Background: an optimization exercise with open tools, aiming at small area and a short achievable clock period. Do not read the settings as production practice. Where RTL was checked, it was by simulation tests only, not by an equivalence proof against the original. No activity file was given, so power comes from the tool's default toggle rates.

## SDC_fft
module SDC_fft #(
    parameter width = 12
) (
    input clk, rst_n,
    input signed [width-1:0] R, I,
    output signed [width-1:0] R_out, I_out,
    output done
);
    reg [4:0] count;
    reg done_r;                   
    always @(posedge clk or negedge rst_n) begin
        if (!rst_n) begin
            count <= 0;
            done_r <= 1'b0;
        end else begin
            if (count != 27) count <= count + 1'b1;
            done_r <= count[4] & count[3] & ~count[2] & count[1];    
        end
    end
    assign done = done_r;
    reg [3:0] ph;
    always @(posedge clk or negedge rst_n) begin
        if (!rst_n) ph <= 4'hf;
        else ph <= ph + 1'b1;
    end
    wire [3:0] pn = ph + 1'b1;
    wire [3:0] t1n = pn - 4'd14;        
    wire [3:0] t2n = pn - 4'd11;        
    wire [3:0] e2n = pn - 4'd9, e3n = pn - 4'd14, e4n = pn - 4'd1;
    wire [3:0] e5n = pn - 4'd3, e6n = pn - 4'd5;
  ...
==> flow/config.mk <==
export PLATFORM = sky130hd
export DESIGN_NAME = SDC_fft
export DESIGN_NICKNAME = SDC_fft
export VERILOG_FILES = /design/flow/design.v
export SDC_FILE = /design/flow/constraint.sdc
export NUM_CORES = 4
export LEC_CHECK = 0
export ABC_CLOCK_PERIOD_IN_PS = 3400
export CAP_MARGIN = 20
export CORE_MARGIN = 2
export CORE_UTILIZATION = 65
export CTS_CLUSTER_DIAMETER = 80
export CTS_CLUSTER_SIZE = 30
export SLEW_MARGIN = 20
export TNS_END_PERCENT = 10
==> flow/constraint.sdc <==
create_clock -name core_clock -period 10.0 [get_ports {clk}]
set_input_delay 2.0000 -clock core_clock [delete_from_list [all_inputs] [get_ports {clk}]]
set_output_delay 2.0000 -clock core_clock [all_outputs]
set_load 0.01 [all_outputs]
standard.sh (not shown) runs the stock make flow with config.mk's settings and CLKGATE_MAP_FILE= SYNTH_SCRIPT=/design/flow/synth_recipe.tcl, a recipe that flattens the netlist after the stock synthesis.
==> flow/flow/run.sh <==
#!/bin/bash
set -o pipefail
export SETUP_SLACK_MARGIN=6.6
bash standard.sh > standard.log 2>&1
Change:
- CORE_UTILIZATION: 65 -> 40
- CTS_CLUSTER_DIAMETER: 80 -> default
- CTS_CLUSTER_SIZE: 30 -> default
- TNS_END_PERCENT: 10 -> default
=>
- The new run passed the timing, design-rule and antenna checks
- sequential power went up by about 0.9%
- die area went up by 61%
- non-clock buffer count went up by 45
- total power went up by 9.2%
- utilization went down by 25 points
- global-route usage went down by 11 points
- clock-buffer cell count went up by 76
- via count hardly moves
- wire length went up by 3.8%
- fmax went down by 1.0%
Change:
- CORE_UTILIZATION: 40 -> 60
- CTS_CLUSTER_DIAMETER: default -> 80
- CTS_CLUSTER_SIZE: default -> 30
- TNS_END_PERCENT: default -> 10
After rerunning: Wire length is lower by about 3.4%. Synthesized area does not change. Final area is lower by about 7%. Setup slack gains 0.045 ns. Maximum frequency is higher by about 1.3%. Clock-buffer cell count is lower by 77. Worst hold slack gains 0.0077 ns. Via count is lower by 2.0%. Utilization is higher by 19 points. Die area is lower by 33%.
Change:
- CORE_UTILIZATION: 60 -> 55
- CTS_CLUSTER_DIAMETER: 80 -> 90
- CTS_CLUSTER_SIZE: 30 -> 36
What happened:
- The new run ran to the end with no violations
- critical path depth is unchanged
- wire length increases by 1.8%
- combinational power decreases by about 0.6%
- global-route usage decreases by 2.5 points
- worst setup slack gains 0.0060 ns
- die area increases by 9.0%
- core utilization decreases by 5.5 points
- power decreases by 0.54%
- cell count increases by 2.2%
- area after synthesis does not change


Another version of the RTL of SDC_fft (not shown whole).
For scale: about 840 flip-flops, roughly 36,000 um2 of cells after synthesis.
Settings: LEC_CHECK=0, ABC_CLOCK_PERIOD_IN_PS=4300, CAP_MARGIN=20, CORE_MARGIN=2, CORE_UTILIZATION=40, SLEW_MARGIN=20; clock period 10.0 ns.
==> flow/flow/run.sh <==
#!/bin/bash
set -o pipefail
export SETUP_SLACK_MARGIN=5.7
bash standard.sh > standard.log 2>&1
==> next run, changes <==
==> flow/run.sh (new file) <==
#!/bin/bash
# synth_recipe.tcl (not shown) runs the flow's synth.tcl, then flattens the netlist and writes it again
# the make line also repeats each setting of config.mk as NAME=value (left out here)
make -C /OpenROAD-flow-scripts/flow DESIGN_CONFIG=/design/flow/config.mk WORK_HOME=/design/flow/orfs CLKGATE_MAP_FILE= SYNTH_SCRIPT=/design/flow/synth_recipe.tcl finish
ABC_CLOCK_PERIOD_IN_PS = 4000   (was 4300)
SETUP_SLACK_MARGIN = 5   (was unset)
removed: flow/flow/run.sh
removed: flow/standard.sh
After rerunning:
- The new run completed with no timing, DRC or antenna violations
- sequential power is about the same
- cell area goes down by 2.5%
- global-route usage goes down by 0.36 points
- hold slack is better by 37 ps
- utilization falls by 1.2 points
- setup slack gets worse by 120 ps
- routed wire length shrinks by 3.4%
- sequential cell count does not change
- sequential share of layout area increases by 1.1 points
Function was not checked in any run of this note: the RTL went through the layout flow alone.


## main
SDC_fft, a different RTL version from the one above (not shown whole).
For scale: about 4,400 cells after synthesis, roughly 51 I/O pins, about 0.042 mm2 of cells after synthesis.
clock: 10.0 ns
lec_check: 0
cap_margin: 20
core_margin: 2
core_utilization: 40
slew_margin: 20
run.sh (not shown) runs the stock make flow with config.mk's settings and CLKGATE_MAP_FILE= SYNTH_SCRIPT=/design/flow/synth_recipe.tcl, a recipe that flattens the netlist after the stock synthesis.
Stock flow here: none of the scripts above is used.
main: done, clean on timing, DRC and antenna
Setup changes, main to the feature branch
- ABC_CLOCK_PERIOD_IN_PS now 3500, previously not set
- SETUP_SLACK_MARGIN now 5, previously not set
## What came out
On met2 wirelength from detailed routing, the feature branch tracks main almost exactly.
From the feature branch to main, top-level port count did not move at all.
Looking at main and the feature branch, the switching portion of total power is a wash.
In terms of worst hold-check slack, the feature branch and main differ only marginally.
Compared with main, the feature branch shows fraction of standard cell area in multi-input logic lower by 0.19 points.
Diff main -> the feature branch: design area +about 0.7%, footprint of the multi-input gates stayed essentially flat, reported leakage power rose by 0.57%.
From main to the feature branch the numbers moved as follows: total power draw roughly the same, via count higher.


SDC_fft, a different RTL version from the one above (not shown whole).
Size: roughly 51 I/O pins, ~0.044 mm^2 of cells after synthesis.
Settings: LEC_CHECK=0, ABC_CLOCK_PERIOD_IN_PS=3400, CAP_MARGIN=20, CORE_MARGIN=2, CORE_UTILIZATION=55, SLEW_MARGIN=20, TNS_END_PERCENT=10; clock period 10.0 ns.
standard.sh (not shown) runs the stock make flow with config.mk's settings and CLKGATE_MAP_FILE= SYNTH_SCRIPT=/design/flow/synth_recipe.tcl, a recipe that flattens the netlist after the stock synthesis.
==> flow/flow/run.sh <==
#!/bin/bash
set -o pipefail
export SETUP_SLACK_MARGIN=6.6
bash standard.sh > standard.log 2>&1
Next try:
CTS_CLUSTER_DIAMETER = 80   (was unset)
CTS_CLUSTER_SIZE = 30   (was unset)
The changed run completed with no timing, DRC or antenna violations.
Clock skew is about the same.
Setup slack gets worse by 0.073 ns.
Maximum frequency decreases by about 2%.
First-iteration DRC count decreases by 12%.
Via count decreases by about 2%.
No functional check of the RTL was part of any run of this note.


SDC_fft with an RTL version that a note above also has.
Size in the first run: roughly 910 flip-flops.
clock: 10.0 ns
lec_check: 0
abc_clock_period_in_ps: 3400
cap_margin: 20
core_margin: 2
core_utilization: 55
cts_cluster_diameter: 80
cts_cluster_size: 30
slew_margin: 20
tns_end_percent: 10
Scripts as last shown in full above: flow/flow/run.sh
The first run completed with no timing, DRC or antenna violations.
Change:
==> flow/flow/run.sh (replaced) <==
#!/bin/bash
set -o pipefail
export SETUP_SLACK_MARGIN=6.9
bash standard.sh > standard.log 2>&1
Outcome: Routed wire length climbs slightly; die area stays the same; clock-buffer cell count climbs by 2; power went up slightly; final cell count is higher slightly.


SDC_fft, a different RTL version from the one above (not shown whole).
Size: ~4600 cells after synthesis.
==> flow/design.v (excerpt) <==
module SDC_fft #(
    parameter width = 12
) (
    input clk, rst_n,
    input signed [width-1:0] R, I,
    output signed [width-1:0] R_out, I_out,
    output done
);
==> flow/config.mk <==
export PLATFORM = sky130hd
export DESIGN_NAME = SDC_fft
export DESIGN_NICKNAME = SDC_fft
export VERILOG_FILES = /design/flow/design.v
export SDC_FILE = /design/flow/constraint.sdc
export NUM_CORES = 4
export LEC_CHECK = 0
export ABC_CLOCK_PERIOD_IN_PS = 3400
export CAP_MARGIN = 20
export CORE_MARGIN = 2
export CORE_UTILIZATION = 40
export SLEW_MARGIN = 20
==> flow/constraint.sdc <==
create_clock -name core_clock -period 10.0 [get_ports {clk}]
set_input_delay 2.0000 -clock core_clock [delete_from_list [all_inputs] [get_ports {clk}]]
set_output_delay 2.0000 -clock core_clock [all_outputs]
set_load 0.01 [all_outputs]
==> flow/flow/run.sh <==
#!/bin/bash
set -o pipefail
export SETUP_SLACK_MARGIN=6.6
bash standard.sh > standard.log 2>&1
The starting point completed with no timing, DRC or antenna violations.
Change:
==> flow/run.sh (new file) <==
#!/bin/bash
# synth_recipe.tcl (not shown) runs the flow's synth.tcl, then flattens the netlist and writes it again
# the make line also repeats each setting of config.mk as NAME=value (left out here)
make -C /OpenROAD-flow-scripts/flow DESIGN_CONFIG=/design/flow/config.mk WORK_HOME=/design/flow/orfs CLKGATE_MAP_FILE= SYNTH_SCRIPT=/design/flow/synth_recipe.tcl finish
ABC_CLOCK_PERIOD_IN_PS = 3500   (was 3400)
SETUP_SLACK_MARGIN = 5   (was default)
removed: flow/flow/run.sh
removed: flow/standard.sh
The new run completed with no timing, DRC or antenna violations.
Power shrinks by 3.1%.
Worst setup slack is worse by 1.1 ns.
Die area is unchanged.
Synthesized cell count stays the same.
First-iteration DRC count shrinks by 23%.
Cell count shrinks by 1.8%.
Sequential share of layout area grows by 2.0 points.
Sequential power shrinks by about 1%.
Synthesized area is unchanged.
Global-route usage shrinks by 1.2 points.
Wire length shrinks by 6.6%.
Change:
==> flow/flow/run.sh (new file) <==
#!/bin/bash
set -o pipefail
export SETUP_SLACK_MARGIN=6.6
bash standard.sh > standard.log 2>&1
==> flow/standard.sh (new file) <==
#!/bin/bash
# synth_recipe.tcl (not shown) runs the flow's synth.tcl, then flattens the netlist and writes it again
# the make line also repeats each setting of config.mk as NAME=value (left out here)
make -C /OpenROAD-flow-scripts/flow DESIGN_CONFIG=/design/flow/config.mk WORK_HOME=/design/flow/orfs CLKGATE_MAP_FILE= SYNTH_SCRIPT=/design/flow/synth_recipe.tcl "${@:-finish}"
ABC_CLOCK_PERIOD_IN_PS = 3400   (was 3500)
CORE_UTILIZATION = 55   (was 40)
SETUP_SLACK_MARGIN = default   (was 5)
removed: flow/run.sh
After rerunning:
- The new run went through all stages and came out clean
- sequential power goes up by about 3%
- hold slack is about the same
- power came out higher by 1.7%

==> what the ideal ports hide <==
No port has a modelled driver above. Below, the same layouts with a new extraction and two added sets of constraints.
Step 1 (the two cells are an assumption about what drives the block):
set clk [get_ports {clk}]
set_driving_cell -lib_cell sky130_fd_sc_hd__clkbuf_16 $clk
set_driving_cell -lib_cell sky130_fd_sc_hd__buf_2 [delete_from_list [all_inputs] $clk]
Step 2 adds t to the input delays and takes it off the output delays; t is the mean of the earliest and latest rising clock arrival at the registers after step 1. Input paths then give back, and output paths get back, about the clock's delay inside the block.
Three values: ideal ports, drivers, drivers and shift; two values: the first two.
run	t (ns)	slack for setup (ns)	worst hold slack (ns)
the first run of note 1	0.667	6.497 / 6.468 / 6.497	0.315 / 0.315 / 0.315
the second run of note 1	0.736	6.460 / 6.460 / 6.460	0.313 / 0.313 / 0.313
the third run of note 1	0.674	6.505 / 6.440 / 6.507	0.321 / 0.321 / 0.321
the fourth run of note 1	0.678	6.511 / 6.444 / 6.526	0.325 / 0.325 / 0.325
the first run of note 2	0.695	5.276 / 5.276 / 5.276	0.275 / 0.275 / 0.275
the second run of note 2	0.697	5.154 / 5.154 / 5.154	0.311 / 0.311 / 0.311
main	0.706	3.872 / 3.872 / 3.872	0.311 / 0.311 / 0.311
the feature branch	0.707	5.075 / 5.075 / 5.075	0.311 / 0.311 / 0.311
the first run of note 4	0.703	6.388 / 6.385 / 6.388	0.318 / 0.318 / 0.318
the second run of note 4	0.674	6.315 / 6.315 / 6.315	0.313 / 0.313 / 0.313
the first run of note 5	0.686	6.505 / 6.458 / 6.505	0.331 / 0.331 / 0.331
the second run of note 5	0.688	6.593 / 6.593 / 6.593	0.319 / 0.319 / 0.319
the first run of note 6	0.747	6.395 / 6.395 / 6.395	0.303 / 0.303 / 0.303
the second run of note 6	0.720	5.306 / 5.306 / 5.306	0.266 / 0.266 / 0.266
the third run of note 6	0.713	6.436 / 6.383 / 6.436	0.268 / 0.268 / 0.268
After both steps setup and hold are still met in every run listed.
